Source: an optimization exercise on an open RTL-to-GDS flow (aim: small area and few clock cycles). Production flows keep margins and buffers that such runs may drop.
At most, simulation tests tie the RTL to the original design; equivalence was not proved.
No functional check of the RTL was part of runs 1 to 6.
Power is estimated from default activity; no workload was simulated.

[flow/design.v]
module Fetch (
    input  logic        clk,
    input  logic        reset,
    input  logic        redirect_valid,
    input  logic [31:0] redirect_pc,
    input  logic        advance,       
    output logic [31:0] pc_o
);
    logic [31:2] pc;
    logic [31:2] pc_d;
    logic s1, s0;
    assign s1 = redirect_valid & !reset;
    assign s0 = !redirect_valid & !reset;
    localparam NB = 8;
    logic [NB:0] bc;        
    logic [32:2] c;         
    assign bc[0] = advance;
    genvar b, i;
    generate
        for (b = 0; b < NB; b = b + 1) begin : g_blk
            localparam int S = 2 + 4*b;
            localparam int E = (S + 3 > 31) ? 31 : S + 3;
            assign c[S] = bc[b];
            for (i = S; i <= E; i = i + 1) begin : g_bit
                logic co;
                pc_bit u_bit (
                    .p (pc[i]),
                    .c (c[i]),
                    .r (redirect_pc[i]),
                    .s1(s1),
                    .s0(s0),
                    .d (pc_d[i]),
                    .co(co)
                );
                if (i < E) begin : g_c
                    assign c[i+1] = co;
                end
            end
            assign bc[b+1] = bc[b] & (&pc[E:S]);
        end
    endgenerate
    always_ff @(posedge clk) pc <= pc_d;
    assign pc_o = {pc, 2'b00};
endmodule
module pc_bit (
    input  logic p,
    input  logic c,
    input  logic r,
    input  logic s1,
    input  logic s0,
    output logic d,
    output logic co
);
    assign co = p & c;
    assign d  = (s1 & r) | (s0 & (p ^ c));
endmodule
module decode (
    input  logic [31:0] inst,
    output logic [4:0]  rs1,
    output logic [4:0]  rs2,
    output logic [4:0]  rd,
    output logic [31:0] imm,
    output logic        ALUSrc,
    output logic [2:0]  ALUOp,
    output logic        branch,
    output logic        jump,
    output logic        MemRead,
    output logic        MemWrite,
    output logic        RegWrite,
    output logic        MemToReg
);
    logic [6:0] op;
    logic [2:0] f3;
    assign op = inst[6:0];
    assign f3 = inst[14:12];
    logic lui, opi, opr, load, store, br, jalr;
    assign lui   = (op == 7'b0110111);
    assign opi   = (op == 7'b0010011);
    assign opr   = (op == 7'b0110011);
    assign load  = (op == 7'b0000011);
    assign store = (op == 7'b0100011);
    assign br    = (op == 7'b1100011);
    assign jalr  = (op == 7'b1100111);
    logic itype, sb, sext;
    assign itype = opi | load | jalr;                     
    assign sb    = store | br;                            
    assign sext  = inst[31] & ((opi & (f3 != 3'b110)) | load | jalr | sb);
    assign RegWrite = lui | opi | opr | load | jalr;
    assign ALUSrc   = itype | store;
    assign MemRead  = load;
    assign MemToReg = load;
    assign MemWrite = store;
    assign jump     = jalr;
    assign branch   = br & (f3 == 3'b001);
    assign ALUOp[2] = !(opi | opr | load | store | br);
    assign ALUOp[1] = !(lui | opr | load | store | jalr);
    assign ALUOp[0] = !(lui | opi | load | store);
    assign rd  = inst[11:7]  & {5{RegWrite}};
    assign rs1 = inst[19:15] & {5{itype | opr | sb}};
    assign rs2 = inst[24:20] & {5{opr | sb}};
    assign imm[31:12] = (inst[31:12] & {20{lui}}) | {20{sext}};
    assign imm[11]    = (inst[31] & (itype | store)) | (inst[7] & br);
    assign imm[10:5]  = inst[30:25] & {6{itype | sb}};
    assign imm[4:1]   = (inst[24:21] & {4{itype}}) | (inst[11:8] & {4{sb}});
    assign imm[0]     = (inst[20] & itype) | (inst[7] & store);
endmodule
module frontend (
    input  logic        clk,
    input  logic        reset,
    input  logic        redirect_valid,
    input  logic [31:0] redirect_pc,
    output logic [8:0]  icache_addr,
    input  logic [31:0] icache_rdata,
    output logic        valid_out,
    input  logic        ready_out,
    output logic [31:0] pc_out,
    output logic [4:0]  rs1,
    output logic [4:0]  rs2,
    output logic [4:0]  rd,
    output logic [31:0] imm,
    output logic        ALUSrc,
    output logic [2:0]  ALUOp,
    output logic        branch,
    output logic        jump,
    output logic        MemRead,
    output logic        MemWrite,
    output logic        RegWrite,
    output logic        MemToReg
);
    Fetch u_fetch (
        .clk           (clk),
        .reset         (reset),
        .redirect_valid(redirect_valid),
        .redirect_pc   (redirect_pc),
        .advance       (ready_out),
        .pc_o          (pc_out)
    );
    assign icache_addr = pc_out[10:2];
    assign valid_out   = !reset;
    decode u_decode (
        .inst    (icache_rdata),
        .rs1     (rs1),
        .rs2     (rs2),
        .rd      (rd),
        .imm     (imm),
        .ALUSrc  (ALUSrc),
        .ALUOp   (ALUOp),
        .branch  (branch),
        .jump    (jump),
        .MemRead (MemRead),
        .MemWrite(MemWrite),
        .RegWrite(RegWrite),
        .MemToReg(MemToReg)
    );
endmodule
[flow/flow/run.sh]
#!/bin/bash
# Standard ORFS layout, except that the port buffers are the smallest
# buffer (buf_1) instead of the cell buffer_ports picks on its own.
set -euo pipefail
export BUFFER_PORTS_ARGS="-buffer_cell sky130_fd_sc_hd__buf_1"
bash standard.sh > standard.log 2>&1
[flow/standard.sh]
#!/bin/bash
# synth_recipe.tcl (not shown) runs the flow's synth.tcl, then flattens the netlist and writes it again
# the make line also repeats each setting of config.mk as NAME=value (left out here)
make -C /OpenROAD-flow-scripts/flow DESIGN_CONFIG=/design/flow/config.mk WORK_HOME=/design/flow/orfs CLKGATE_MAP_FILE= SYNTH_SCRIPT=/design/flow/synth_recipe.tcl "${@:-finish}"
[flow/config.mk]
export PLATFORM = sky130hd
export DESIGN_NAME = frontend
export DESIGN_NICKNAME = frontend
export VERILOG_FILES = /design/flow/design.v
export SDC_FILE = /design/flow/constraint.sdc
export NUM_CORES = 4
export LEC_CHECK = 0
export CAP_MARGIN = 20
export CORE_MARGIN = 2
export CORE_UTILIZATION = 40
export SLEW_MARGIN = 20
export SYNTH_HIERARCHICAL = 1
[flow/constraint.sdc]
create_clock -name core_clock -period 4.0 [get_ports {clk}]
set_input_delay 0.8000 -clock core_clock [delete_from_list [all_inputs] [get_ports {clk}]]
set_output_delay 0.8000 -clock core_clock [all_outputs]
set_load 0.01 [all_outputs]
==> results of run 1 <==
-- tightest hold or removal path, stage by stage (launching register included) --
cell and delay, ns:
dfxtp_1 0.35, ha_1 0.13, a22o_1 0.11
-- per-stage QoR --
stage          utilization  total power, W
6_report             0.537        0.000801
5_1_grt              0.537        0.000842
4_1_cts              0.537        0.000810
3_5_place_dp         0.517        0.000499
3_3_place_gp         0.517        0.000496
2_1_floorplan            -        0.000439
-- cell usage in the layout (no fill, tap or decap), types with 2 or more instances in the layout --
master    instances
and2_1           17
nand2b_1          2
a21o_1            2
conb_1            2
clkbuf_8          6
buf_4             4
and3b_1           3
dfxtp_1          30
nor2_1            6
a22o_1           35
ha_1             30
a21oi_2           8
nor4_1            4
a21oi_4           2
nand2_1          28
nand4_1           5
buf_1           162
a21oi_1          19
nand3_1           2
nor2b_1           3
nor3_1            6
inv_1             3
or3_1             3
nand3b_1          2
-- final cells by class --
class                      instances  area, um^2
timing repair buffer             166         638
clock buffer                       6        82.6
sequential                        30         601
fill                             530        2530
multi-input combinational        197        1490
tap                               72        90.1
clock inverter                     1        30.0
inverter                           3        11.3
-- report_power, final --
group | internal [W] | switching, W | total [W]
registers | 0.000317 | 0.0000165 | 0.000334
clock network | 0.000199 | 0.000111 | 0.000310
logic | 0.0000623 | 0.0000952 | 0.000157
total | 0.000579 | 0.000222 | 0.000801
-- kinds of logic (layout without fill, tap and decap cells) --
| kind of cell | Yosys count | in the layout |
|---|---|---|
| simple gates | 93 | 93 |
| compound gates | 70 | 70 |
| fa+ha+maj | 30 | 30 |
| flops | 30 | 30 |
| buf+inv | 28 | 176 |
| other cells | 1 | 2 |
| xor+xnor | 1 | 1 |
| mux | 1 | 1 |
-- worst max-delay path by stage --
stage	end	slack, ns
6_report	imm[16]	0.64
5_1_grt	imm[9]	0.50
4_1_cts	imm[16]	0.65
3_5_place_dp	imm[16]	0.67
3_3_place_gp	imm[16]	0.72
2_1_floorplan	imm[17]	1.27
-- Yosys stat by module, one instance, submodules excluded --
module / copies in the design / cell area (um^2) / flops+latches
pc_bit: 30 / 21.3 / 0
Fetch: 1 / 743 / 30
decode: 1 / 806 / 0
frontend: 1 / 71.3 / 0
-- routing by layer --
layer  wire length (um)  GRT usage  vias up
met5                  0          0        -
met4                129     0.0741        0
met3                568     0.0443       11
met2               3170      0.353      123
met1               2740      0.251     1119
li1                   -          -     1220
==> notes.md, run 1 <==
status=no timing/DRC/antenna violations; r2r setup slk=1.62 ns; TNS Setup=0 ns; vias per std cell=5.21; H-Tree Depth=2; Mapped Area=2260 um^2; post-placement worst setup slack=0.675 ns; vias in the first global route=2205; slew margin rel.=0.538; Final WS setup=0.642 ns; Mean Syn Cell Area=8.89 um^2; FF+latch count, synth=30; Root Driver=clkbuf_8; Post-Synth XOR/XNOR Area=0.00388; Setup Skew=0.00772 ns; final-report hold violation count=0; Layout area overhead=30.2%; post-synthesis adder-cell area fraction=0.166; synth warn=7; Worst R2R End=u_fetch.pc[29]; Mapped Cells=254; initial antenna violation count=0; DR iter-0 viols=115; Post-CTS Hold Buffers=0; worst-margin pin slew=0.687 ns; 1st-pass router iterations=4; CP Depth=5; Vias=2473; WL/cell=13.9 um; initial core utilization=0.413; max capacitance violation total=0; clock latency on the worst-skew pair=0.28 ns; port buffer count=162; Synth area leader=dfxtp_1; Die Ht=79.1 um; first-pass GRT wire length=10300 um; Nets=501; reg2reg start=u_fetch.pc[5]; # rows=27; routability cong.=0.862; Worst EP required=3.20 ns; count leader, synth=a22o_1; Worst Hold Margin=0.616 ns; ANT nets after route=0; # diodes=0; die width=79.1 um; final instance area=2940 um^2; worst setup path start=icache_rdata[2]; worst hold path stage count=2; nature of the critical path startpoint=primary input; clock sinks=30; Top FF cell, synth=dfxtp_1; CP Class=primary input to output port; fraction of the mapped netlist area in simple logic gates=0.234; RSZ-0062 raised after global routing=false; Async S/R FF share, synth=0; Reg with most FFs=u_fetch.pc; Reg2Reg Depth=8; Peak VDD IR=0.184 mV; P per Cell Area=272 nW/um^2; die area=6260 um^2; P_leak=1.20 nW; worst hold-check path type=flip-flop to flip-flop; minimum clock period=3.36 ns; Core Area=5470 um^2; hpwl dp=5210 um; TritonCTS clock tree=built; Setup violations, final=0; Yosys cell types=43; share of layout cells above drive strength 1=0.0720; hold_sp=u_fetch.pc[30]; largest family of logic cells by synthesized area=compound AO/OA/AOI/OAI gates; Finished Layout Cells=475; Final period util=0.840; Critical Path End Type=output port; Total Wirelength=6610 um; max frequency=298 MHz; Max FO, Critical Path=20; Slowest-stage cell, CP=and4b_1; CP cell instances=buf_1, and4b_1, nand2_1, a21oi_4, buf_1; Post-Place Cells=468; pin count of the biggest net entering global routing=31; total gr overflow=0; Synth top area share=0.266; Post-synth top cells=a22o_1 (35), dfxtp_1 (30), ha_1 (30); postcts setup bufs=0; Clock Path Buffers=2; post_cts resized=0; placed cell areas=2830 um^2; Crit path max-delay family=simple AND/OR/NAND/NOR gates; register area share after synthesis=0.266; gr usage total=0.205; Synth Area in Compound Gates=0.244; WP buf/inv=2; mux contribution to synthesized area=0.00499; IO Count=167; Crit path largest cell delay=0.75 ns; Hold EP=u_fetch.pc[30]; number of synthesized flops with an enable pin=0; most used cell along the critical path=buf_1; total CTS buffers=5; Slew Viols, Final=0; dominant cells by area after synthesis=dfxtp_1 (27%), ha_1 (17%), a22o_1 (14%); max reg flops=30; crit path DAT=2.56 ns; DRC violations left=0; CTS clock-pin slew for the worst setup and hold paths=0.07 ns; largest registers=u_fetch.pc: 30 flops
==> run 2: changes to the inputs <==
--- a/flow/design.v
+++ b/flow/design.v
@@ -81,10 +81,13 @@
     assign store = (op == 7'b0100011);
     assign br    = (op == 7'b1100011);
     assign jalr  = (op == 7'b1100111);
-    logic itype, sb, sext;
-    assign itype = opi | load | jalr;                     
-    assign sb    = store | br;                            
-    assign sext  = inst[31] & ((opi & (f3 != 3'b110)) | load | jalr | sb);
+    logic itype, sb, sext, rs1_en, rs2_en, mid_en;
+    assign itype  = opi | load | jalr;                    
+    assign sb     = store | br;                           
+    assign sext   = inst[31] & ((opi & (f3 != 3'b110)) | load | jalr | sb);
+    assign rs1_en = itype | opr | sb;
+    assign rs2_en = opr | sb;
+    assign mid_en = itype | sb;
     assign RegWrite = lui | opi | opr | load | jalr;
     assign ALUSrc   = itype | store;
     assign MemRead  = load;
@@ -95,14 +98,47 @@
     assign ALUOp[2] = !(opi | opr | load | store | br);
     assign ALUOp[1] = !(lui | opr | load | store | jalr);
     assign ALUOp[0] = !(lui | opi | load | store);
-    assign rd  = inst[11:7]  & {5{RegWrite}};
-    assign rs1 = inst[19:15] & {5{itype | opr | sb}};
-    assign rs2 = inst[24:20] & {5{opr | sb}};
-    assign imm[31:12] = (inst[31:12] & {20{lui}}) | {20{sext}};
-    assign imm[11]    = (inst[31] & (itype | store)) | (inst[7] & br);
-    assign imm[10:5]  = inst[30:25] & {6{itype | sb}};
-    assign imm[4:1]   = (inst[24:21] & {4{itype}}) | (inst[11:8] & {4{sb}});
-    assign imm[0]     = (inst[20] & itype) | (inst[7] & store);
+    dec_mask #(5) u_rd  (.a(inst[11:7]),  .en(RegWrite), .o(rd));
+    dec_mask #(5) u_rs1 (.a(inst[19:15]), .en(rs1_en),   .o(rs1));
+    dec_mask #(5) u_rs2 (.a(inst[24:20]), .en(rs2_en),   .o(rs2));
+    dec_mask_or #(20) u_imm_hi (.a(inst[31:12]), .en(lui), .s(sext), .o(imm[31:12]));
+    dec_sel2 #(1) u_imm_11 (.a(inst[31]), .ea(itype | store), .b(inst[7]), .eb(br),
+                            .o(imm[11]));
+    dec_mask #(6) u_imm_mid (.a(inst[30:25]), .en(mid_en), .o(imm[10:5]));
+    dec_sel2 #(4) u_imm_lo (.a(inst[24:21]), .ea(itype), .b(inst[11:8]), .eb(sb),
+                            .o(imm[4:1]));
+    dec_sel2 #(1) u_imm_0 (.a(inst[20]), .ea(itype), .b(inst[7]), .eb(store),
+                           .o(imm[0]));
+endmodule
+module dec_mask #(
+    parameter W = 1
+) (
+    input  logic [W-1:0] a,
+    input  logic         en,
+    output logic [W-1:0] o
+);
+    assign o = a & {W{en}};
+endmodule
+module dec_mask_or #(
+    parameter W = 1
+) (
+    input  logic [W-1:0] a,
+    input  logic         en,
+    input  logic         s,
+    output logic [W-1:0] o
+);
+    assign o = (a & {W{en}}) | {W{s}};
+endmodule
+module dec_sel2 #(
+    parameter W = 1
+) (
+    input  logic [W-1:0] a,
+    input  logic         ea,
+    input  logic [W-1:0] b,
+    input  logic         eb,
+    output logic [W-1:0] o
+);
+    assign o = (a & {W{ea}}) | (b & {W{eb}});
 endmodule
 module frontend (
     input  logic        clk,
==> notes.md, run 2 <==
DRC violations left=0 (unchanged); hpwl dp=4440 um (-15%); Post-CTS Hold Buffers=0 (unchanged); # diodes=0 (unchanged); Synth top area share=0.285 (+0.0188); CP Class=primary input to output port; synth warn=7 (unchanged); slew margin rel.=0.513 (-0.0248); max reg flops=30 (unchanged); crit path DAT=2.60 ns (+0.04 ns); Mapped Cells=217 (-15%); Max FO, Critical Path=20 (unchanged); Core Area=5110 um^2 (-6.7%); initial core utilization=0.413 (about the same); pin count of the biggest net entering global routing=31 (unchanged); max capacitance violation total=0 (unchanged); routability cong.=0.779 (-9.6%); count leader, synth=a22o_1; max frequency=294 MHz (-1.2%); worst-margin pin slew=0.730 ns (+0.0435 ns); Setup Skew=0.00790 ns (+0.000175 ns); initial antenna violation count=0 (unchanged); postcts setup bufs=0 (unchanged); P_leak=1.38 nW (+15%); Finished Layout Cells=443 (-6.7%); RSZ-0062 raised after global routing=false; Total Wirelength=5650 um (-15%); Post-Synth XOR/XNOR Area=0.00415 (+0.000274); P per Cell Area=256 nW/um^2 (-5.9%); worst hold-check path type=flip-flop to flip-flop; status=no timing/DRC/antenna violations; Top FF cell, synth=dfxtp_1; # rows=26 (-3.7%); TNS Setup=0 ns (unchanged); clock sinks=30 (unchanged); Post-Place Cells=435 (-7.1%); Async S/R FF share, synth=0 (unchanged); port buffer count=162 (unchanged); H-Tree Depth=2 (unchanged); Final period util=0.850 (+0.0105); Nets=470 (-6.2%); die area=5870 um^2 (-6.3%); Slew Viols, Final=0 (unchanged); commonest non-fill, non-tap cell in the layout=buf_1; clock latency on the worst-skew pair=0.28 ns (about the same); worst setup path start=icache_rdata[6]; total gr overflow=0 (unchanged); Clock Path Buffers=2 (unchanged); Worst EP required=3.20 ns (about the same); nature of the critical path startpoint=primary input; Root Driver=clkbuf_8; 1st-pass router iterations=4 (unchanged); vias in the first global route=1993 (-9.6%); total CTS buffers=5 (unchanged); Synth Area in Compound Gates=0.244 (about the same); Vias=2159 (-13%); WL/cell=12.8 um (-8.4%); Post-synth top cells=a22o_1 (36), dfxtp_1 (30), ha_1 (30); Peak VDD IR=0.239 mV (+30%); mux contribution to synthesized area=0 (-0.00499); fraction of the mapped netlist area in simple logic gates=0.205 (-0.0291); Setup violations, final=0 (unchanged); Die Ht=76.6 um (-3.2%); largest family of logic cells by synthesized area=compound AO/OA/AOI/OAI gates; register area share after synthesis=0.285 (+0.0188); Yosys cell types=39 (-9.3%); ANT nets after route=0 (unchanged); r2r setup slk=1.63 ns (about the same); number of synthesized flops with an enable pin=0 (unchanged); reg2reg start=u_fetch.pc[5]; post-synthesis adder-cell area fraction=0.178 (+0.0117); Critical Path Sink=imm[24]; largest registers=u_fetch.pc: 30 flops; most frequent cells in the layout=buf_1 (162), a22o_1 (36), ha_1 (30), dfxtp_1 (30); Reg with most FFs=u_fetch.pc; post_cts resized=0 (unchanged); IO Count=167 (unchanged); CTS clock-pin slew for the worst setup and hold paths=0.07 ns (about the same); Reg2Reg Depth=8 (unchanged); gr usage total=0.190 (-0.0154); Layout area overhead=32.1%; worst hold path stage count=2 (unchanged); Worst R2R End=u_fetch.pc[29]; final-report hold violation count=0 (unchanged); share of layout cells above drive strength 1=0.0617 (-0.0103); DR iter-0 viols=60 (-48%); Synth area leader=dfxtp_1; Mapped Area=2110 um^2 (-6.6%); TritonCTS clock tree=built; Critical Path End Type=output port; FF+latch count, synth=30 (unchanged); die width=76.6 um (-3.2%); vias per std cell=4.87 (-6.4%); first-pass GRT wire length=9300 um (-9.8%); dominant cells by area after synthesis=dfxtp_1 (28%), ha_1 (18%), a22o_1 (15%); Mean Syn Cell Area=9.72 um^2 (+9.3%); minimum clock period=3.40 ns (+0.0418 ns)
-- run 2: worst min-delay path by stage --
stage          slack [ns]        endpoint           start
2_1_floorplan        0.63  u_fetch.pc[30]  u_fetch.pc[30]
3_3_place_gp         0.57  u_fetch.pc[31]  u_fetch.pc[31]
3_5_place_dp         0.60  u_fetch.pc[30]  u_fetch.pc[30]
4_1_cts              0.62  u_fetch.pc[30]  u_fetch.pc[30]
5_1_grt              0.64  u_fetch.pc[30]  u_fetch.pc[30]
6_report             0.61  u_fetch.pc[30]  u_fetch.pc[30]
-- run 2: power by group --
| group | internal [W] | switching (W) |
|---|---|---|
| combinational | 0.0000565 | 0.0000777 |
| clock | 0.000139 | 0.000108 |
| sequential | 0.000317 | 0.0000161 |
-- run 2: cells by family (layout without fill, tap and decap cells) --
| family | after synthesis | in the layout |
|---|---|---|
| simple gates | 67 | 67 |
| buf+inv | 24 | 179 |
| other cells | 1 | 2 |
| compound gates | 64 | 64 |
| flops | 30 | 30 |
| fa+ha+maj | 30 | 30 |
| xor+xnor | 1 | 1 |
-- run 2: worst max-delay path: stages --
cell	delay, ns
buf_1	0.23
or3_4	0.45
o22ai_1	0.16
and3_1	0.66
a21o_1	0.15
buf_1	0.15
-- run 2: area by class of cell --
class	instances	area [um^2]
Multi-Input combinational cell	164	1350
Timing Repair Buffer	166	638
Sequential cell	30	601
Clock buffer	7	86.3
Fill cell	510	2320
Tap cell	70	87.6
Clock inverter	1	5.00
Inverter	5	18.8
-- run 2: through the flow --
step	util	worst slack [ns]	hold WS [ns]	instance area (um^2)	total power, W
after floorplan	-	1.21	0.627	2110	0.000419
after global placement	0.528	0.656	0.569	2700	0.000474
after detailed placement	0.528	0.620	0.600	2700	0.000476
after CTS	0.546	0.619	0.616	2790	0.000726
after global routing	0.546	0.482	0.642	2790	0.000759
final	0.546	0.600	0.610	2790	0.000714
-- run 2: per-module statistics from Yosys, one instance, submodules excluded, excerpt --
module    copies in the design  cells inside  flip-flops and latches  cell area [um^2]
frontend                     1            10                       0              71.3
Fetch                        1            52                      30               743
decode                       1            44                       0               278
pc_bit                      30             2                       0              21.3
-- run 2: layer usage --
metal / up-vias / wire length (um) / track usage
met3: 2 / 370 / 0.0545
met4: 0 / 27 / 0.0400
met2: 74 / 2720 / 0.327
met5: - / 0 / 0
li1: 1107 / - / -
met1: 976 / 2530 / 0.236
==> run 3: changes to the inputs <==
--- a/flow/config.mk
+++ b/flow/config.mk
@@ -8,5 +8,8 @@
 export CAP_MARGIN = 20
 export CORE_MARGIN = 2
 export CORE_UTILIZATION = 40
+export CTS_BUF_LIST = sky130_fd_sc_hd__clkbuf_4
+export CTS_CLUSTER_DIAMETER = 200
+export CTS_CLUSTER_SIZE = 30
 export SLEW_MARGIN = 20
 export SYNTH_HIERARCHICAL = 1
==> notes.md, run 3 <==
status=no timing/DRC/antenna violations; dominant cells by area after synthesis=dfxtp_1 (28%), ha_1 (18%), a22o_1 (15%); post-synthesis adder-cell area fraction=0.178 (unchanged); Layout area overhead=30.4%; worst-margin pin slew=0.713 ns (-0.0171 ns); post-placement worst setup slack=0.620 ns (unchanged); # diodes=0 (unchanged); Setup Skew=0.00517 ns (-0.00272 ns); number of synthesized flops with an enable pin=0 (unchanged); register area share after synthesis=0.285 (unchanged); FF+latch count, synth=30 (unchanged); first-pass GRT wire length=9340 um (+0.37%); share of layout cells above drive strength 1=0.0617 (unchanged); Top FF cell, synth=dfxtp_1; port buffer count=162 (unchanged); WP buf/inv=2 (unchanged); CP cell instances=buf_1, or3_4, o22ai_1, and3_1, a21o_1, buf_1; TNS Setup=0 ns (unchanged); Crit path largest cell delay=0.64 ns (-0.02 ns); Critical Path End Type=output port; Post-Place Cells=435 (unchanged); largest registers=u_fetch.pc: 30 flops; Crit path max-delay family=simple AND/OR/NAND/NOR gates; routability cong.=0.779 (unchanged); Nets=470 (unchanged); count leader, synth=a22o_1; final-report hold violation count=0 (unchanged); gr usage total=0.191 (+0.00111); clock latency on the worst-skew pair=0.32 ns (+0.04 ns); WL/cell=12.7 um (-0.32%); IO Count=167 (unchanged); Root Driver=clkbuf_4; Async S/R FF share, synth=0 (unchanged); total CTS buffers=5 (unchanged); RSZ-0062 raised after global routing=false; synth warn=7 (unchanged); worst hold-check path type=flip-flop to flip-flop; die area=5870 um^2 (unchanged); Worst EP required=3.20 ns (about the same); CTS clock-pin slew for the worst setup and hold paths=0.10 ns (+0.03 ns); initial core utilization=0.413 (unchanged); Die Ht=76.6 um (unchanged); Post-synth top cells=a22o_1 (36), dfxtp_1 (30), ha_1 (30); Synth top area share=0.285 (unchanged); final core occ=0.538 (-0.00735); # rows=26 (unchanged); hpwl dp=4440 um (unchanged); max reg flops=30 (unchanged); initial antenna violation count=0 (unchanged); nature of the critical path startpoint=primary input; Slew Viols, Final=0 (unchanged); largest family of logic cells by synthesized area=compound AO/OA/AOI/OAI gates; P_leak=1.37 nW (-1.1%); CP Class=primary input to output port; crit path DAT=2.59 ns (about the same); Max FO, Critical Path=20 (unchanged); vias in the first global route=1995 (+0.10%); max capacitance violation total=0 (unchanged); most used cell along the critical path=buf_1; Peak VDD IR=0.179 mV (-25%); TritonCTS clock tree=built; fraction of the mapped netlist area in simple logic gates=0.205 (unchanged); Slowest-stage cell, CP=and3_1; pin count of the biggest net entering global routing=31 (unchanged); H-Tree Depth=2 (unchanged); post_cts resized=0 (unchanged); vias per std cell=4.89 (+0.42%); Post-Synth XOR/XNOR Area=0.00415 (unchanged); Mean Syn Cell Area=9.72 um^2 (unchanged); Synth area leader=dfxtp_1; Setup violations, final=0 (unchanged); commonest non-fill, non-tap cell in the layout=buf_1; Mapped Area=2110 um^2 (unchanged); max frequency=295 MHz (+0.36%); mux contribution to synthesized area=0 (unchanged); Final WS setup=0.612 ns (+0.0123 ns); Final period util=0.847 (-0.00307); postcts setup bufs=0 (unchanged); DR iter-0 viols=52 (-13%); Post-CTS Hold Buffers=0 (unchanged); 1st-pass router iterations=4 (unchanged); clock sinks=30 (unchanged); minimum clock period=3.39 ns (-0.0123 ns); Finished Layout Cells=443 (unchanged); slew margin rel.=0.525 (+0.0114); Reg with most FFs=u_fetch.pc; Mapped Cells=217 (unchanged); DRC violations left=0 (unchanged); Clock Path Buffers=2 (unchanged); most frequent cells in the layout=buf_1 (162), a22o_1 (36), ha_1 (30), dfxtp_1 (30); Total Wirelength=5630 um (-0.32%); total power=0.000643 W (-10%); ANT nets after route=0 (unchanged); Core Area=5110 um^2 (unchanged); Vias=2168 (+0.42%); die width=76.6 um (unchanged); Synth Area in Compound Gates=0.244 (unchanged); total gr overflow=0 (unchanged); P per Cell Area=234 nW/um^2 (-8.7%); Yosys cell types=39 (unchanged)
run 3: cell counts after synthesis:
Identical to the previous run, type by type.
run 3: through the flow:
stage / area, um^2 / hold WS [ns]
after global routing: 2750 / 0.652
after detailed placement: 2700 / 0.600
after floorplan: 2110 / 0.627
after CTS: 2750 / 0.624
after global placement: 2700 / 0.569
final: 2750 / 0.620
run 3: area by class of cell:
| type | instances | area [um^2] |
|---|---|---|
| inverters | 5 | 18.8 |
| clock inverters | 2 | 8.76 |
| clock buffers | 6 | 45.0 |
| flip-flops and latches | 30 | 601 |
| fillers | 517 | 2360 |
| well taps | 70 | 87.6 |
| repair buffers | 166 | 638 |
| multi-input cells | 164 | 1350 |
run 3: final timing paths:
| path | from | end | slack [ns] | cells past startpoint |
|---|---|---|---|---|
| max | icache_rdata[6] | imm[24] | 0.61 | 6 |
| min | u_fetch.pc[30] | u_fetch.pc[30] | 0.62 | 2 |
| max reg2reg | u_fetch.pc[5] | u_fetch.pc[29] | 1.62 | 8 |
| min reg2reg | u_fetch.pc[30] | u_fetch.pc[30] | 0.62 | 2 |
run 3: logic make-up after synthesis:
kind of cell / count (synthesis)
other: 1
XOR/XNOR: 1
buffers and inverters: 24
AO/OA/AOI/OAI: 64
flip-flops: 30
AND/OR/NAND/NOR: 67
adder cells (fa/ha/maj): 30
run 3: per-layer routing:
metal  vias to the layer above  GRT usage  wire, um
met3                         4     0.0592       385
met4                         0     0.0418        47
met1                       980      0.237      2490
met5                         -          0         0
li1                       1110          -         -
met2                        74      0.325      2710
run 3: power by group:
group	switching, W	internal, W
clock network	0.000103	0.0000727
registers	0.0000160	0.000317
logic	0.0000778	0.0000565
run 3: Yosys stat by module, one instance, submodules excluded, a selection:
| module | cells inside | cell area (um^2) | flops+latches | copies in the design |
|---|---|---|---|---|
| frontend | 10 | 71.3 | 0 | 1 |
| Fetch | 52 | 743 | 30 | 1 |
| pc_bit | 2 | 21.3 | 0 | 30 |
| decode | 44 | 278 | 0 | 1 |
run 3: tightest hold or removal path, delay by kind of cell (launching register included):
family                   cells  cell delay [ns]
flip-flops                   1             0.35
adder cells (fa/ha/maj)      1             0.12
AO/OA/AOI/OAI                1             0.12
==> run 4: changes to the inputs <==
==> flow/flow/run.sh (replaced) <==
#!/bin/bash
# Standard ORFS layout with two changes:
#  - the port buffers are the smallest buffer (buf_1) instead of the cell
#    buffer_ports picks on its own;
#  - the clock tree is built from clkbuf_8 in a single cluster, without
#    dummy loads (the design has only a few dozen flip-flops).
set -euo pipefail
export BUFFER_PORTS_ARGS="-buffer_cell sky130_fd_sc_hd__buf_1"
export CTS_ARGS="-sink_clustering_enable -repair_clock_nets -dont_use_dummy_load -buf_list sky130_fd_sc_hd__clkbuf_8 -root_buf sky130_fd_sc_hd__clkbuf_8 -sink_clustering_size 50 -sink_clustering_max_diameter 500"
bash standard.sh > standard.log 2>&1
--- a/flow/config.mk
+++ b/flow/config.mk
@@ -8,8 +8,5 @@
 export CAP_MARGIN = 20
 export CORE_MARGIN = 2
 export CORE_UTILIZATION = 40
-export CTS_BUF_LIST = sky130_fd_sc_hd__clkbuf_4
-export CTS_CLUSTER_DIAMETER = 200
-export CTS_CLUSTER_SIZE = 30
 export SLEW_MARGIN = 20
 export SYNTH_HIERARCHICAL = 1
==> notes.md, run 4 <==
status=no timing/DRC/antenna violations; FF+latch count, synth=30 (unchanged); Final WS setup=0.606 ns (-0.00634 ns); nature of the critical path startpoint=primary input; pin count of the biggest net entering global routing=31 (unchanged); port buffer count=162 (unchanged); Reg2Reg Depth=8 (unchanged); initial core utilization=0.413 (unchanged); post-placement worst setup slack=0.620 ns (unchanged); Worst EP required=3.20 ns (about the same); Total Wirelength=5650 um (+0.25%); Clock Path Buffers=2 (unchanged); share of layout cells above drive strength 1=0.0568 (-0.00491); first-pass GRT wire length=9340 um (unchanged); r2r setup slk=1.62 ns (about the same); number of synthesized flops with an enable pin=0 (unchanged); Slowest-stage cell, CP=and3_1; P per Cell Area=245 nW/um^2 (+4.7%); CP cell instances=buf_1, or3_4, o22ai_1, and3_1, a21o_1, buf_1; gr usage total=0.190 (-0.000701); TNS Setup=0 ns (unchanged); max reg flops=30 (unchanged); routability cong.=0.779 (unchanged); final-report hold violation count=0 (unchanged); Synth area leader=dfxtp_1; CP Class=primary input to output port; synth warn=7 (unchanged); Crit path largest cell delay=0.65 ns (about the same); largest registers=u_fetch.pc: 30 flops; dominant cells by area after synthesis=dfxtp_1 (28%), ha_1 (18%), a22o_1 (15%); Critical Path End Type=output port; TritonCTS clock tree=built; Mapped Cells=217 (unchanged); IO Count=167 (unchanged); DRC violations left=0 (unchanged); Worst R2R End=u_fetch.pc[29]; DR iter-0 viols=63 (+21%); Layout area overhead=31.1%; Post-Place Cells=435 (unchanged); # fillers=512 (-0.97%); CTS clock-pin slew for the worst setup and hold paths=0.07 ns (-0.03 ns); die area=5870 um^2 (unchanged); postcts setup bufs=0 (unchanged); Critical Path Sink=imm[24]; die width=76.6 um (unchanged); Top FF cell, synth=dfxtp_1; 1st-pass router iterations=4 (unchanged); P_leak=1.37 nW (+0.21%); Setup violations, final=0 (unchanged); Vias=2160 (-0.37%); post_cts resized=0 (unchanged); Peak VDD IR=0.230 mV (+28%); RSZ-0062 raised after global routing=false; Mean Syn Cell Area=9.72 um^2 (unchanged); worst setup path start=icache_rdata[6]; Die Ht=76.6 um (unchanged); Reg with most FFs=u_fetch.pc; Synth top area share=0.285 (unchanged); Nets=470 (unchanged); total CTS buffers=5 (unchanged); clock latency on the worst-skew pair=0.27 ns (-0.05 ns); Post-CTS Hold Buffers=0 (unchanged); register area share after synthesis=0.285 (unchanged); Slew Viols, Final=0 (unchanged); crit path DAT=2.59 ns (about the same); Final period util=0.849 (+0.00159); reg2reg start=u_fetch.pc[2]; worst hold-check path type=flip-flop to flip-flop; hpwl dp=4440 um (unchanged); max frequency=295 MHz (-0.19%); total gr overflow=0 (unchanged); Max FO, Critical Path=20 (unchanged); WL/cell=12.8 um (+0.93%); Root Driver=clkbuf_8; slew margin rel.=0.519 (-0.00595); Post-synth top cells=a22o_1 (36), dfxtp_1 (30), ha_1 (30); most used cell along the critical path=buf_1; # diodes=0 (unchanged); worst-margin pin slew=0.722 ns (+0.00893 ns); commonest non-fill, non-tap cell in the layout=buf_1; vias in the first global route=2001 (+0.30%); clock sinks=30 (unchanged); Setup Skew=0.0138 ns (+0.00867 ns); Yosys cell types=39 (unchanged); Finished Layout Cells=440 (-0.68%); vias per std cell=4.91 (+0.31%); count leader, synth=a22o_1; # rows=26 (unchanged); minimum clock period=3.39 ns (+0.00634 ns); ANT nets after route=0 (unchanged); Core Area=5110 um^2 (unchanged); initial antenna violation count=0 (unchanged); max capacitance violation total=0 (unchanged); Mapped Area=2110 um^2 (unchanged); H-Tree Depth=2 (unchanged); most frequent cells in the layout=buf_1 (162), a22o_1 (36), ha_1 (30), dfxtp_1 (30); Async S/R FF share, synth=0 (unchanged)
## run 4: cell count changes in the layout (fill, tap and decap cells not counted)
cell and change:
clkinv_2 -1, clkbuf_8 +5, clkinv_1 -1, clkbuf_4 -6
## run 4: area by class of cell
| class | count | area (um^2) | share of cell area |
|---|---|---|---|
| clock buffer | 5 | 68.8 | 0.0249 |
| tap | 70 | 87.6 | 0.0317 |
| multi-input combinational | 164 | 1350 | 0.489 |
| timing repair buffer | 166 | 638 | 0.231 |
| sequential | 30 | 601 | 0.217 |
| inverter | 5 | 18.8 | 0.00679 |
## run 4: metrics by stage
| stage | instance area (um^2) | power [W] | util | hold WS (ns) |
|---|---|---|---|---|
| after floorplan | 2110 | 0.000419 | - | 0.627 |
| after global placement | 2700 | 0.000474 | 0.528 | 0.569 |
| after detailed placement | 2700 | 0.000476 | 0.528 | 0.600 |
| after CTS | 2770 | 0.000688 | 0.541 | 0.616 |
| after global routing | 2770 | 0.000721 | 0.541 | 0.642 |
| final | 2770 | 0.000677 | 0.541 | 0.609 |
## run 4: cell families (layout without fill, tap and decap cells)
logic type,after synthesis,after routing,share of synthesized area
other,1,2,0.00178
adder cells (fa/ha/maj),30,30,0.178
AND/OR/NAND/NOR,67,67,0.205
flip-flops,30,30,0.285
buffers and inverters,24,176,0.0818
AO/OA/AOI/OAI,64,64,0.244
XOR/XNOR,1,1,0.00415
## run 4: how the worst min path moves through the flow
stage	from	to	slack [ns]	cells after the start
finish	u_fetch.pc[30]	u_fetch.pc[30]	0.61	2
global route	u_fetch.pc[30]	u_fetch.pc[30]	0.64	2
CTS	u_fetch.pc[30]	u_fetch.pc[30]	0.62	2
detailed placement	u_fetch.pc[30]	u_fetch.pc[30]	0.60	2
global placement	u_fetch.pc[31]	u_fetch.pc[31]	0.57	2
floorplan	u_fetch.pc[30]	u_fetch.pc[30]	0.63	2
## run 4: per-module statistics from Yosys (local to each module, per instance), excerpt
module,flip-flops and latches,copies in the design,cells
Fetch,30,1,52
decode,0,1,44
frontend,0,1,10
pc_bit,0,30,2
## run 4: worst max-delay path, delay by kind of cell
family                 cells  cell delay (ns)
AOI/OAI and AO/OA          2             0.31
and+or+nand+nor            2             1.10
buffers and inverters      2             0.38
## run 4: per-layer routing
metal | vias to the layer above | share of wire | global-route usage | wire length (um)
met1 | 980 | 0.44 | 0.235 | 2510
met3 | 2 | 0.065 | 0.0557 | 368
li1 | 1105 | - | - | -
met5 | - | 0 | 0 | 0
met2 | 73 | 0.49 | 0.327 | 2740
met4 | 0 | 0.0048 | 0.0418 | 27
## run 4: report_power, final
part	total, W	internal (W)	switching (W)	leakage (nW)
registers	0.000334	0.000318	0.0000161	0.248
logic	0.000134	0.0000565	0.0000778	1.08
clock network	0.000209	0.000112	0.0000974	0.0359
==> run 5: changes to the inputs <==
--- a/flow/design.v
+++ b/flow/design.v
@@ -11,15 +11,15 @@
     logic s1, s0;
     assign s1 = redirect_valid & !reset;
     assign s0 = !redirect_valid & !reset;
-    localparam NB = 8;
+    localparam NB = 3;
     logic [NB:0] bc;        
     logic [32:2] c;         
     assign bc[0] = advance;
     genvar b, i;
     generate
         for (b = 0; b < NB; b = b + 1) begin : g_blk
-            localparam int S = 2 + 4*b;
-            localparam int E = (S + 3 > 31) ? 31 : S + 3;
+            localparam int S = 2 + 10*b;
+            localparam int E = (S + 9 > 31) ? 31 : S + 9;
             assign c[S] = bc[b];
             for (i = S; i <= E; i = i + 1) begin : g_bit
                 logic co;
==> flow/flow/run.sh (replaced) <==
#!/bin/bash
# Standard ORFS layout with two changes:
#  - the port buffers are the smallest buffer (buf_1) instead of the cell
#    buffer_ports picks on its own;
#  - the clock tree is built from clkbuf_8 in a single cluster, without
#    dummy loads (the design has only a few dozen flip-flops).
set -euo pipefail
export BUFFER_PORTS_ARGS="-buffer_cell sky130_fd_sc_hd__buf_1"
export CTS_ARGS="-sink_clustering_enable -repair_clock_nets -dont_use_dummy_load -buf_list sky130_fd_sc_hd__clkbuf_8 -root_buf sky130_fd_sc_hd__clkbuf_8 -sink_buffer_max_cap_derate 1.0 -sink_clustering_size 50 -sink_clustering_max_diameter 500"
bash standard.sh > standard.log 2>&1
==> notes.md, run 5 <==
Finished Layout Cells=435 (-1.1%); largest registers=u_fetch.pc: 30 flops; Setup violations, final=0 (unchanged); # rows=26 (unchanged); WL/cell=13.0 um (+1.5%); Sw Share=0.285 (+0.00213); Worst R2R End=u_fetch.pc[31]; CP Class=primary input to output port; dominant cells by area after synthesis=dfxtp_1 (29%), ha_1 (18%), a22o_1 (15%); synth warn=7 (unchanged); Peak VDD IR=0.141 mV (-39%); P per Cell Area=249 nW/um^2 (+1.7%); P_leak=1.36 nW (-0.38%); pin count of the biggest net entering global routing=31 (unchanged); die area=5720 um^2 (-2.6%); # diodes=0 (unchanged); crit path DAT=2.52 ns (-0.07 ns); Setup Skew=0.0189 ns (+0.00508 ns); max frequency=301 MHz (+2.1%); vias in the first global route=1877 (-6.2%); Reg2Reg Depth=14 (+6); status=no timing/DRC/antenna violations; count leader, synth=a22o_1; gr usage total=0.187 (-0.00298); final-report hold violation count=0 (unchanged); share of layout cells above drive strength 1=0.0575 (+0.000777); Vias=2175 (+0.69%); Root Driver=clkbuf_8; r2r setup slk=1.00 ns (-0.62 ns); commonest non-fill, non-tap cell in the layout=buf_1; Nets=465 (-1.1%); Slew Viols, Final=0 (unchanged); Critical Path End Type=output port; 1st-pass router iterations=4 (unchanged); RSZ-0062 raised after global routing=false; worst-margin pin slew=0.696 ns (-0.0261 ns); register area share after synthesis=0.293 (+0.00816); clock sinks=30 (unchanged); max capacitance violation total=0 (unchanged); port buffer count=162 (unchanged); IO Count=167 (unchanged); Worst EP required=3.20 ns (about the same); initial antenna violation count=0 (unchanged); Post-CTS Hold Buffers=0 (unchanged); hold_sp=u_fetch.pc[23]; post_cts resized=0 (unchanged); Async S/R FF share, synth=0 (unchanged); DR iter-0 viols=73 (+16%); postcts setup bufs=0 (unchanged); total CTS buffers=5 (unchanged); Clock Path Buffers=2 (unchanged); Synth top area share=0.293 (+0.00816); Mapped Cells=209 (-3.7%); hpwl dp=4580 um (+3.2%); initial core utilization=0.407 (-0.00633); Layout area overhead=33.1%; Flop pwr share=0.489 (-0.004); Final period util=0.831 (-0.0175); Yosys cell types=35 (-10%); nature of the critical path startpoint=primary input; number of synthesized flops with an enable pin=0 (unchanged); routability cong.=0.919 (+18%); Worst Hold Margin=0.588 ns (-0.0203 ns); TNS Setup=0 ns (unchanged); Top FF cell, synth=dfxtp_1; H-Tree Depth=2 (unchanged); cell-internal power=0.000486 W (about the same); first-pass GRT wire length=8330 um (-11%); die width=75.6 um (-1.3%); Max FO, Critical Path=12 (-40%); DRC violations left=0 (unchanged); Core Area=5040 um^2 (-1.3%); Logic pwr share=0.199 (about the same); most frequent cells in the layout=buf_1 (162), a22o_1 (36), ha_1 (30), dfxtp_1 (30), and2_1 (22); max reg flops=30 (unchanged); vias per std cell=5.00 (+1.9%); Die Ht=75.6 um (-1.3%); clock latency on the worst-skew pair=0.28 ns (about the same); FF+latch count, synth=30 (unchanged); minimum clock period=3.32 ns (-0.0699 ns); TritonCTS clock tree=built; CTS clock-pin slew for the worst setup and hold paths=0.06 ns (about the same); Post-synth top cells=a22o_1 (36), dfxtp_1 (30), ha_1 (30); Mean Syn Cell Area=9.81 um^2 (+0.93%); Total Wirelength=5660 um (+0.30%); slew margin rel.=0.532 (+0.0138); worst hold path stage count=2 (unchanged); Mapped Area=2050 um^2 (-2.8%); net switching power=0.000193 W (+1.1%); reg2reg start=u_fetch.pc[9]; ANT nets after route=0 (unchanged); worst hold-check path type=flip-flop to flip-flop; Synth area leader=dfxtp_1; clock network fraction of design power=0.312 (+0.003); Hold EP=u_fetch.pc[23]; Reg with most FFs=u_fetch.pc; total gr overflow=0 (unchanged); Post-Place Cells=430 (-1.1%)
run 5: cell count changes in the layout (fill, tap and decap cells not counted), sizes merged:
cell,before,now
and2,21,22
nor2,7,4
nand4,6,4
or4,2,0
inv,5,4
buf,166,169
nor4,4,3
run 5: worst max path at each step:
stage | endpoint | cells past startpoint | slack, ns | from
3_3_place_gp | u_fetch.pc[31] | 15 | 0.45 | ready_out
6_report | imm[15] | 7 | 0.68 | icache_rdata[6]
2_1_floorplan | u_fetch.pc[31] | 14 | 0.66 | ready_out
5_1_grt | imm[16] | 7 | 0.54 | icache_rdata[6]
4_1_cts | imm[15] | 7 | 0.69 | icache_rdata[6]
3_5_place_dp | u_fetch.pc[31] | 15 | 0.43 | ready_out
run 5: logic make-up after synthesis:
group | count (synthesis) | synth area share
flops | 30 | 0.293
fa+ha+maj | 30 | 0.183
compound gates | 64 | 0.251
buf+inv | 23 | 0.0824
other cells | 1 | 0.00183
xor+xnor | 1 | 0.00427
simple gates | 60 | 0.184
run 5: power groups by stage:
stage / Combinational (W) / Clock [W] / Sequential [W]
global placement: 0.000136 / 0 / 0.000338
CTS: 0.000136 / 0.000224 / 0.000332
detailed placement: 0.000136 / 0 / 0.000339
floorplan: 0.0000718 / 0 / 0.000345
finish: 0.000135 / 0.000212 / 0.000332
global route: 0.000154 / 0.000232 / 0.000335
run 5: through the flow:
stage	util	instance area [um^2]	worst slack (ns)	power, W
floorplan	-	2050	0.657	0.000417
global placement	0.528	2660	0.451	0.000474
detailed placement	0.528	2660	0.433	0.000475
CTS	0.541	2730	0.686	0.000692
global route	0.541	2730	0.540	0.000721
finish	0.541	2730	0.676	0.000679
run 5: cell type report:
class                      instances  area [um^2]
clock buffer                       5         68.8
fill                             507         2310
inverter                           4         15.0
multi-input combinational        157         1300
sequential                        30          601
tap                               70         87.6
timing repair buffer             169          661
run 5: critical path, cell delays in order:
cell and delay, ns:
buf_1 0.22, or3_4 0.44, o22ai_1 0.16, and3_1 0.40, buf_4 0.25, a21o_1 0.09, buf_1 0.15
run 5: per-module statistics from Yosys, one instance, submodules excluded, a selection:
module    times used  cells inside  cell area [um^2]
Fetch              1            44               684
frontend           1            10              71.3
decode             1            44               278
pc_bit            30             2              21.3
run 5: metal layers:
| layer | wire (um) | GRT usage | vias to the layer above |
|---|---|---|---|
| li1 | - | - | 1087 |
| met2 | 2750 | 0.322 | 101 |
| met3 | 384 | 0.0423 | 8 |
| met5 | 0 | 0 | - |
| met1 | 2460 | 0.232 | 979 |
| met4 | 69 | 0.0604 | 0 |
==> run 6: changes to the inputs <==
==> flow/flow/run.sh (replaced) <==
#!/bin/bash
# Standard ORFS layout with two changes:
#  - the port buffers are the smallest buffer (buf_1) instead of the cell
#    buffer_ports picks on its own;
#  - the clock tree is built from clkbuf_8 in a single cluster, without
#    dummy loads (the design has only a few dozen flip-flops).
set -euo pipefail
export BUFFER_PORTS_ARGS="-buffer_cell sky130_fd_sc_hd__buf_1"
export CTS_ARGS="-sink_clustering_enable -repair_clock_nets -dont_use_dummy_load -buf_list sky130_fd_sc_hd__clkbuf_4 -root_buf sky130_fd_sc_hd__clkbuf_4"
bash standard.sh > standard.log 2>&1
==> notes.md, run 6 <==
largest registers=u_fetch.pc: 30 flops; Synth top area share=0.293 (unchanged); r2r setup slk=1.01 ns (about the same); Setup violations, final=0 (unchanged); Layout area overhead=31.5%; CTS clock-pin slew for the worst setup and hold paths=0.07 ns (about the same); Worst R2R End=u_fetch.pc[31]; # fillers=511 (+0.79%); die area=5720 um^2 (unchanged); Slowest-stage cell, CP=or3_4; TritonCTS clock tree=built; RSZ-0062 raised after global routing=false; nature of the critical path startpoint=primary input; ANT nets after route=0 (unchanged); gr usage total=0.186 (-0.000821); worst hold path stage count=2 (unchanged); Mapped Area=2050 um^2 (unchanged); Die Ht=75.6 um (unchanged); Post-CTS Hold Buffers=0 (unchanged); Synth area leader=dfxtp_1; port buffer count=162 (unchanged); Nets=465 (unchanged); max reg flops=30 (unchanged); Peak VDD IR=0.0841 mV (-40%); worst hold-check path type=flip-flop to flip-flop; FF+latch count, synth=30 (unchanged); Yosys cell types=35 (unchanged); slew margin rel.=0.535 (+0.00299); hpwl dp=4580 um (unchanged); die width=75.6 um (unchanged); routability cong.=0.919 (unchanged); crit path DAT=2.52 ns (about the same); Clock Path Buffers=2 (unchanged); register area share after synthesis=0.293 (unchanged); synth warn=7 (unchanged); initial core utilization=0.407 (unchanged); clock sinks=30 (unchanged); total power=0.000617 W (-9.1%); Top FF cell, synth=dfxtp_1; Mean Syn Cell Area=9.81 um^2 (unchanged); reg2reg start=u_fetch.pc[9]; placed cell areas=2660 um^2 (unchanged); hold_sp=u_fetch.pc[30]; post_cts resized=0 (unchanged); final-report hold violation count=0 (unchanged); CP cell instances=buf_1, or3_4, o22ai_1, and3_1, buf_4, a21o_1, buf_1; vias in the first global route=1881 (+0.21%); pin count of the biggest net entering global routing=31 (unchanged); dominant cells by area after synthesis=dfxtp_1 (29%), ha_1 (18%), a22o_1 (15%); clock latency on the worst-skew pair=0.32 ns (+0.04 ns); most used cell along the critical path=buf_1; Final WS setup=0.679 ns (+0.00274 ns); # diodes=0 (unchanged); Mapped Cells=209 (unchanged); Worst Hold Margin=0.595 ns (+0.00654 ns); WL/cell=12.9 um (-0.78%); DR iter-0 viols=90 (+23%); Worst EP required=3.20 ns (about the same); max frequency=301 MHz (about the same); worst-margin pin slew=0.692 ns (-0.00446 ns); TNS Setup=0 ns (unchanged); minimum clock period=3.32 ns (-0.00274 ns); most frequent cells in the layout=buf_1 (162), a22o_1 (36), ha_1 (30), dfxtp_1 (30), and2_1 (22); Setup Skew=0.0258 ns (+0.00688 ns); commonest non-fill, non-tap cell in the layout=buf_1; CP Class=primary input to output port; DRC violations left=0 (unchanged); Crit path largest cell delay=0.44 ns (about the same); first-pass GRT wire length=8320 um (about the same); Critical Path End Type=output port; Vias=2179 (+0.18%); post-placement worst setup slack=0.433 ns (unchanged); total CTS buffers=5 (unchanged); Total Wirelength=5620 um (-0.78%); Final period util=0.830 (about the same); Reg2Reg Depth=14 (unchanged); P_leak=1.35 nW (-0.95%); Post-synth top cells=a22o_1 (36), dfxtp_1 (30), ha_1 (30); vias per std cell=5.01 (+0.18%); max capacitance violation total=0 (unchanged); 1st-pass router iterations=4 (unchanged); Hold EP=u_fetch.pc[30]; total gr overflow=0 (unchanged); status=no timing/DRC/antenna violations; Slew Viols, Final=0 (unchanged); count leader, synth=a22o_1; Max FO, Critical Path=12 (unchanged); H-Tree Depth=2 (unchanged); Reg with most FFs=u_fetch.pc; Core Area=5040 um^2 (unchanged); Root Driver=clkbuf_4; number of synthesized flops with an enable pin=0 (unchanged); # rows=26 (unchanged); final instance area=2700 um^2 (-1.1%); IO Count=167 (unchanged); postcts setup bufs=0 (unchanged); P per Cell Area=229 nW/um^2 (-8.0%); share of layout cells above drive strength 1=0.0575 (unchanged); Async S/R FF share, synth=0 (unchanged); initial antenna violation count=0 (unchanged)
[run 6: per-module statistics from Yosys (local to each module, per instance), excerpt]
| module | area, um^2 | cells inside | copies in the design |
|---|---|---|---|
| Fetch | 684 | 44 | 1 |
| decode | 278 | 44 | 1 |
| frontend | 71.3 | 10 | 1 |
| pc_bit | 21.3 | 2 | 30 |
[run 6: power by group]
part | internal (W) | total [W] | leakage [nW] | switching (W)
clock network | 0.0000586 | 0.000151 | 0.0230 | 0.0000921
registers | 0.000317 | 0.000331 | 0.248 | 0.0000144
logic | 0.0000570 | 0.000135 | 1.08 | 0.0000784
[run 6: area by class of cell]
type	count	area [um^2]	share of cell area
multi-input cells	157	1300	0.481
repair buffers	169	661	0.245
flip-flops and latches	30	601	0.223
well taps	70	87.6	0.0325
clock buffers	5	37.5	0.0139
inverters	4	15.0	0.00557
[run 6: worst max-delay path: cells and delay by family]
kind                   cells  cell delay (ns)
buffers and inverters      3             0.62
and+or+nand+nor            2             0.84
AOI/OAI and AO/OA          2             0.25
[run 6: through the flow]
| stage | utilization | cells |
|---|---|---|
| 2_1_floorplan | - | 210 |
| 3_3_place_gp | 0.528 | 430 |
| 3_5_place_dp | 0.528 | 430 |
| 4_1_cts | 0.535 | 435 |
| 5_1_grt | 0.535 | 435 |
| 6_report | 0.535 | 435 |
[run 6: worst max-delay path by stage]
stage	cells past startpoint	to	from
floorplan	14	u_fetch.pc[31]	ready_out
global placement	15	u_fetch.pc[31]	ready_out
detailed placement	15	u_fetch.pc[31]	ready_out
CTS	7	imm[15]	icache_rdata[6]
global route	7	imm[16]	icache_rdata[6]
finish	7	imm[15]	icache_rdata[6]
[run 6: cell families after synthesis]
logic type	synth area share
and+or+nand+nor	0.184
xor gates and xnor gates	0.00427
DFF	0.293
adders and majority gates	0.183
other	0.00183
AOI/OAI and AO/OA	0.251
buffers and inverters	0.0824
[run 6: per-layer routing]
| metal | GRT usage | vias up | share of wire |
|---|---|---|---|
| li1 | - | 1087 | - |
| met1 | 0.233 | 980 | 0.44 |
| met2 | 0.317 | 104 | 0.48 |
| met3 | 0.0437 | 8 | 0.070 |
| met4 | 0.0585 | 0 | 0.013 |
| met5 | 0 | - | 0 |
==> run 7: changes to the inputs <==
--- a/flow/design.v
+++ b/flow/design.v
@@ -69,40 +69,34 @@
     output logic        RegWrite,
     output logic        MemToReg
 );
-    logic [6:0] op;
-    logic [2:0] f3;
-    assign op = inst[6:0];
-    assign f3 = inst[14:12];
-    logic lui, opi, opr, load, store, br, jalr;
-    assign lui   = (op == 7'b0110111);
-    assign opi   = (op == 7'b0010011);
-    assign opr   = (op == 7'b0110011);
-    assign load  = (op == 7'b0000011);
-    assign store = (op == 7'b0100011);
-    assign br    = (op == 7'b1100011);
-    assign jalr  = (op == 7'b1100111);
-    logic itype, sb, sext, rs1_en, rs2_en, mid_en;
-    assign itype  = opi | load | jalr;                    
-    assign sb     = store | br;                           
-    assign sext   = inst[31] & ((opi & (f3 != 3'b110)) | load | jalr | sb);
-    assign rs1_en = itype | opr | sb;
-    assign rs2_en = opr | sb;
-    assign mid_en = itype | sb;
-    assign RegWrite = lui | opi | opr | load | jalr;
-    assign ALUSrc   = itype | store;
-    assign MemRead  = load;
-    assign MemToReg = load;
-    assign MemWrite = store;
-    assign jump     = jalr;
-    assign branch   = br & (f3 == 3'b001);
-    assign ALUOp[2] = !(opi | opr | load | store | br);
-    assign ALUOp[1] = !(lui | opr | load | store | jalr);
-    assign ALUOp[0] = !(lui | opi | load | store);
+    logic lui, itype, store, br, sb, sext, rs1_en, rs2_en, mid_en;
+    dec_ctrl u_ctrl (
+        .op      (inst[6:0]),
+        .f3      (inst[14:12]),
+        .i31     (inst[31]),
+        .lui     (lui),
+        .itype   (itype),
+        .store   (store),
+        .br      (br),
+        .sb      (sb),
+        .sext    (sext),
+        .rs1_en  (rs1_en),
+        .rs2_en  (rs2_en),
+        .mid_en  (mid_en),
+        .ALUSrc  (ALUSrc),
+        .ALUOp   (ALUOp),
+        .branch  (branch),
+        .jump    (jump),
+        .MemRead (MemRead),
+        .MemWrite(MemWrite),
+        .RegWrite(RegWrite),
+        .MemToReg(MemToReg)
+    );
     dec_mask #(5) u_rd  (.a(inst[11:7]),  .en(RegWrite), .o(rd));
     dec_mask #(5) u_rs1 (.a(inst[19:15]), .en(rs1_en),   .o(rs1));
     dec_mask #(5) u_rs2 (.a(inst[24:20]), .en(rs2_en),   .o(rs2));
     dec_mask_or #(20) u_imm_hi (.a(inst[31:12]), .en(lui), .s(sext), .o(imm[31:12]));
-    dec_sel2 #(1) u_imm_11 (.a(inst[31]), .ea(itype | store), .b(inst[7]), .eb(br),
+    dec_sel2 #(1) u_imm_11 (.a(inst[31]), .ea(ALUSrc), .b(inst[7]), .eb(br),
                             .o(imm[11]));
     dec_mask #(6) u_imm_mid (.a(inst[30:25]), .en(mid_en), .o(imm[10:5]));
     dec_sel2 #(4) u_imm_lo (.a(inst[24:21]), .ea(itype), .b(inst[11:8]), .eb(sb),
@@ -139,6 +133,61 @@
     output logic [W-1:0] o
 );
     assign o = (a & {W{ea}}) | (b & {W{eb}});
+endmodule
+module dec_ctrl (
+    input  logic [6:0] op,
+    input  logic [2:0] f3,
+    input  logic       i31,
+    output logic       lui,
+    output logic       itype,      
+    output logic       store,
+    output logic       br,
+    output logic       sb,         
+    output logic       sext,       
+    output logic       rs1_en,
+    output logic       rs2_en,
+    output logic       mid_en,     
+    output logic       ALUSrc,
+    output logic [2:0] ALUOp,
+    output logic       branch,
+    output logic       jump,
+    output logic       MemRead,
+    output logic       MemWrite,
+    output logic       RegWrite,
+    output logic       MemToReg
+);
+    logic v, o6, o5, o4, o2;
+    assign v  = op[1] & op[0] & !op[3];
+    assign o6 = op[6];
+    assign o5 = op[5];
+    assign o4 = op[4];
+    assign o2 = op[2];
+    logic opi, opr, load, jalr, n62, b11;
+    assign n62   = v & !o6 & !o2;                  
+    assign b11   = v & o6 & o5 & !o4;              
+    assign lui   = v & !o6 & o5 & o4 & o2;
+    assign opi   = n62 & !o5 & o4;
+    assign opr   = n62 & o5 & o4;
+    assign load  = n62 & !o5 & !o4;
+    assign store = n62 & o5 & !o4;
+    assign br    = b11 & !o2;
+    assign jalr  = b11 & o2;
+    assign itype  = (n62 & !o5) | jalr;
+    assign sb     = v & o5 & !o4 & !o2;
+    assign sext   = i31 & ((opi & (f3 != 3'b110)) | load | b11 | store);
+    assign rs1_en = n62 | b11;
+    assign rs2_en = (n62 & o5) | br;
+    assign mid_en = (n62 & !opr) | b11;
+    assign RegWrite = (n62 & !store) | lui | jalr;
+    assign ALUSrc   = (n62 & !opr) | jalr;
+    assign MemRead  = load;
+    assign MemToReg = load;
+    assign MemWrite = store;
+    assign jump     = jalr;
+    assign branch   = br & (f3 == 3'b001);
+    assign ALUOp[2] = !(n62 | br);
+    assign ALUOp[1] = !(lui | opr | load | store | jalr);
+    assign ALUOp[0] = !(lui | opi | load | store);
 endmodule
 module frontend (
     input  logic        clk,
==> flow/flow/run.sh (replaced) <==
#!/bin/bash
# Standard ORFS layout with two changes:
#  - the port buffers are the smallest buffer (buf_1) instead of the cell
#    buffer_ports picks on its own;
#  - the clock tree is built from clkbuf_4, without
#    dummy loads (the design has only 30 flip-flops).
set -euo pipefail
export BUFFER_PORTS_ARGS="-buffer_cell sky130_fd_sc_hd__buf_1"
export CTS_ARGS="-sink_clustering_enable -repair_clock_nets -dont_use_dummy_load -buf_list sky130_fd_sc_hd__clkbuf_4 -root_buf sky130_fd_sc_hd__clkbuf_4"
bash standard.sh > standard.log 2>&1
--- a/flow/config.mk
+++ b/flow/config.mk
@@ -5,8 +5,8 @@
 export SDC_FILE = /design/flow/constraint.sdc
 export NUM_CORES = 4
 export LEC_CHECK = 0
-export CAP_MARGIN = 20
+export CAP_MARGIN = 0
 export CORE_MARGIN = 2
 export CORE_UTILIZATION = 40
-export SLEW_MARGIN = 20
+export SLEW_MARGIN = 0
 export SYNTH_HIERARCHICAL = 1
==> notes.md, run 7 <==
Reg2Reg Depth=14 (unchanged); Clock Path Buffers=2 (unchanged); first-pass GRT wire length=8080 um (-2.9%); share of layout cells above drive strength 1=0.0490 (-0.00849); # rows=26 (unchanged); CP cell instances=buf_1, nand4_1, nor3_2, and2_1, ha_1, ha_1, ha_1, ha_1, ha_1, ha_1, ha_1, ha_1, ha_1, ha_1, a22o_1; Setup Skew=0.0275 ns (+0.00168 ns); post_cts resized=0 (unchanged); Nets=467 (+0.43%); initial core utilization=0.408 (+0.000993); Setup violations, final=0 (unchanged); Mean Syn Cell Area=9.65 um^2 (-1.6%); Post-CTS Hold Buffers=0 (unchanged); Max FO, Critical Path=2 (-10); die width=75.7 um (+0.12%); fraction of the mapped netlist area in simple logic gates=0.177 (-0.00775); CP Depth=15 (+8); hpwl dp=4580 um (about the same); Yosys cell types=33 (-5.7%); slew margin rel.=0.206 (-0.329); Root Driver=clkbuf_4; status=no timing/DRC/antenna violations; largest family of logic cells by synthesized area=compound AO/OA/AOI/OAI gates; clock sinks=30 (unchanged); Post-Place Cells=432 (+0.47%); nature of the critical path startpoint=primary input; total CTS buffers=5 (unchanged); dominant cells by area after synthesis=dfxtp_1 (29%), ha_1 (18%), a22o_1 (15%); Mapped Area=2060 um^2 (+0.24%); mux contribution to synthesized area=0 (unchanged); vias in the first global route=1764 (-6.2%); P per Cell Area=229 nW/um^2 (+0.10%); Total Wirelength=5580 um (-0.68%); Layout area overhead=30.6%; DR iter-0 viols=44 (-51%); commonest non-fill, non-tap cell in the layout=buf_1; Post-synth top cells=a22o_1 (36), dfxtp_1 (30), ha_1 (30); Crit path largest cell delay=0.28 ns (-0.16 ns); count leader, synth=a22o_1; WP buf/inv=1 (-2); routability cong.=0.913 (-0.69%); clock latency on the worst-skew pair=0.33 ns (about the same); most frequent cells in the layout=buf_1 (162), a22o_1 (36), ha_1 (30), dfxtp_1 (30), and2_1 (24); Crit path max-delay family=adder cells; Vias=2185 (+0.28%); CTS clock-pin slew for the worst setup and hold paths=0.09 ns (+0.02 ns); number of synthesized flops with an enable pin=0 (unchanged); crit path DAT=3.45 ns (+0.93 ns); port buffer count=162 (unchanged); Finished Layout Cells=437 (+0.46%); final core occ=0.532 (-0.00273); TNS Setup=0 ns (unchanged); total gr overflow=0 (unchanged); Final period util=0.805 (-0.0250); post-synthesis adder-cell area fraction=0.183 (-0.000446); H-Tree Depth=2 (unchanged); ANT nets after route=0 (unchanged); Synth Area in Compound Gates=0.255 (+0.00365); gr usage total=0.182 (-0.00413); Mapped Cells=213 (+1.9%); most used cell along the critical path=ha_1; largest registers=u_fetch.pc: 30 flops; Worst EP required=4.23 ns (+1.03 ns); 1st-pass router iterations=4 (unchanged); CP Class=primary input to flip-flop; synth warn=7 (unchanged); minimum clock period=3.22 ns (-0.100 ns); Synth area leader=dfxtp_1; Post-Synth XOR/XNOR Area=0.00426 (-0.0000104); Die Ht=75.7 um (+0.12%); RSZ-0062 raised after global routing=false; postcts setup bufs=0 (unchanged); Async S/R FF share, synth=0 (unchanged); register area share after synthesis=0.292 (-0.000713); Synth top area share=0.292 (-0.000713); pin count of the biggest net entering global routing=31 (unchanged); # diodes=0 (unchanged); P_leak=1.34 nW (-0.67%); Slowest-stage cell, CP=ha_1; die area=5730 um^2 (+0.24%); initial antenna violation count=0 (unchanged); max capacitance violation total=0 (unchanged); IO Count=167 (unchanged); Peak VDD IR=0.0895 mV (+6.4%); worst hold-check path type=flip-flop to flip-flop; Reg with most FFs=u_fetch.pc; r2r setup slk=1.00 ns (about the same); FF+latch count, synth=30 (unchanged); max reg flops=30 (unchanged); max frequency=310 MHz (+3.1%); DRC violations left=0 (unchanged); WL/cell=12.8 um (-1.1%); Slew Viols, Final=0 (unchanged); Critical Path End Type=flip-flop; Top FF cell, synth=dfxtp_1; worst-margin pin slew=1.19 ns (+0.494 ns); TritonCTS clock tree=built; vias per std cell=5.00 (-0.18%); final-report hold violation count=0 (unchanged); Core Area=5040 um^2 (unchanged); worst hold path stage count=2 (unchanged)
run 7: cell types whose count changed after synthesis, sizes merged, moves of 2 or more:
cell,previous run,this run
and3,3,0
and2,22,24
and4,0,2
nor4,3,1
run 7: area by class of cell:
cell class              instances  area (um^2)
fillers                       505         2360
clock buffers                   5         37.5
repair buffers                168          653
well taps                      70         87.6
flip-flops and latches         30          601
inverters                       4         15.0
multi-input cells             160         1290
run 7: worst paths after layout:
path                        from             end
setup / recovery       ready_out  u_fetch.pc[31]
hold / removal    u_fetch.pc[31]  u_fetch.pc[31]
setup reg to reg  u_fetch.pc[14]  u_fetch.pc[31]
hold reg to reg   u_fetch.pc[31]  u_fetch.pc[31]
run 7: modules after synthesis, one instance, submodules excluded, a selection:
module	cells	cell area (um^2)
Fetch	44	684
dec_ctrl	48	283
frontend	10	71.3
pc_bit	2	21.3
run 7: logic make-up (layout without fill, tap and decap cells):
kind of cell,Yosys count,after routing
AO/OA/AOI/OAI,66,66
other,1,2
buffers and inverters,24,177
adder cells (fa/ha/maj),30,30
AND/OR/NAND/NOR,61,61
flip-flops,30,30
XOR/XNOR,1,1
run 7: per-stage QoR:
stage	area, um^2	setup slack (ns)	total power [W]	hold WS [ns]
finish	2680	0.779	0.000615	0.598
global route	2680	0.692	0.000658	0.628
CTS	2680	0.757	0.000622	0.600
detailed placement	2650	0.409	0.000474	0.578
global placement	2650	0.441	0.000472	0.570
floorplan	2060	0.657	0.000416	0.627
run 7: power breakdown:
group,switching [W],internal (W)
logic,0.0000772,0.0000566
registers,0.0000146,0.000317
clock network,0.0000910,0.0000585
total,0.000183,0.000432
run 7: routing by layer:
metal  wire, um  global-route usage  vias to the layer above
met5          0                   0                        -
met4         44              0.0468                        0
met3        407              0.0516                        6
met2       2730               0.305                       90
met1       2390               0.231                      999
li1           -                   -                     1090
run 7: tightest hold or removal path, delay by kind of cell (launching register included):
kind | cells | cell delay (ns)
fa+ha+maj | 1 | 0.12
compound gates | 1 | 0.11
flops | 1 | 0.34
Testbench counts of run 7, summed over its fixed seeds: cycles 30,511.

## separate check: timing with driven ports
How much do the figures lean on ideal ports? The routed layouts below were timed once more, with nothing changed but the port constraints. Step 1 sets driving cells, clkbuf_16 on the clock port and buf_2 on the other inputs (assumed; they add their load-dependent delay and slew). Step 2 moves the port delays by t, midway between the first and last clock arrival at a register: inputs arrive t later, outputs are due t later. That takes back most of the time a late clock gives input paths. a / b / c = no drivers / after step 1 / after step 2; a / b = the first two.
run	shift t [ns]	setup WS [ns]	worst setup path after step 2
run 1	0.305	0.642 / 0.618 / 0.618	input to output
run 2	0.295	0.600 / 0.570 / 0.570	input to output
run 3	0.341	0.612 / 0.582 / 0.582	input to output
run 4	0.289	0.606 / 0.575 / 0.575	input to output
run 5	0.296	0.676 / 0.656 / 0.444	input to register
run 6	0.333	0.679 / 0.659 / 0.456	input to register
run 7	0.336	0.779 / 0.778 / 0.442	input to register
After both steps every run listed still meets setup and hold. For run 7, which loses most, drivers alone change the setup slack by -0.001 ns; drivers and shift together by -0.337 ns.
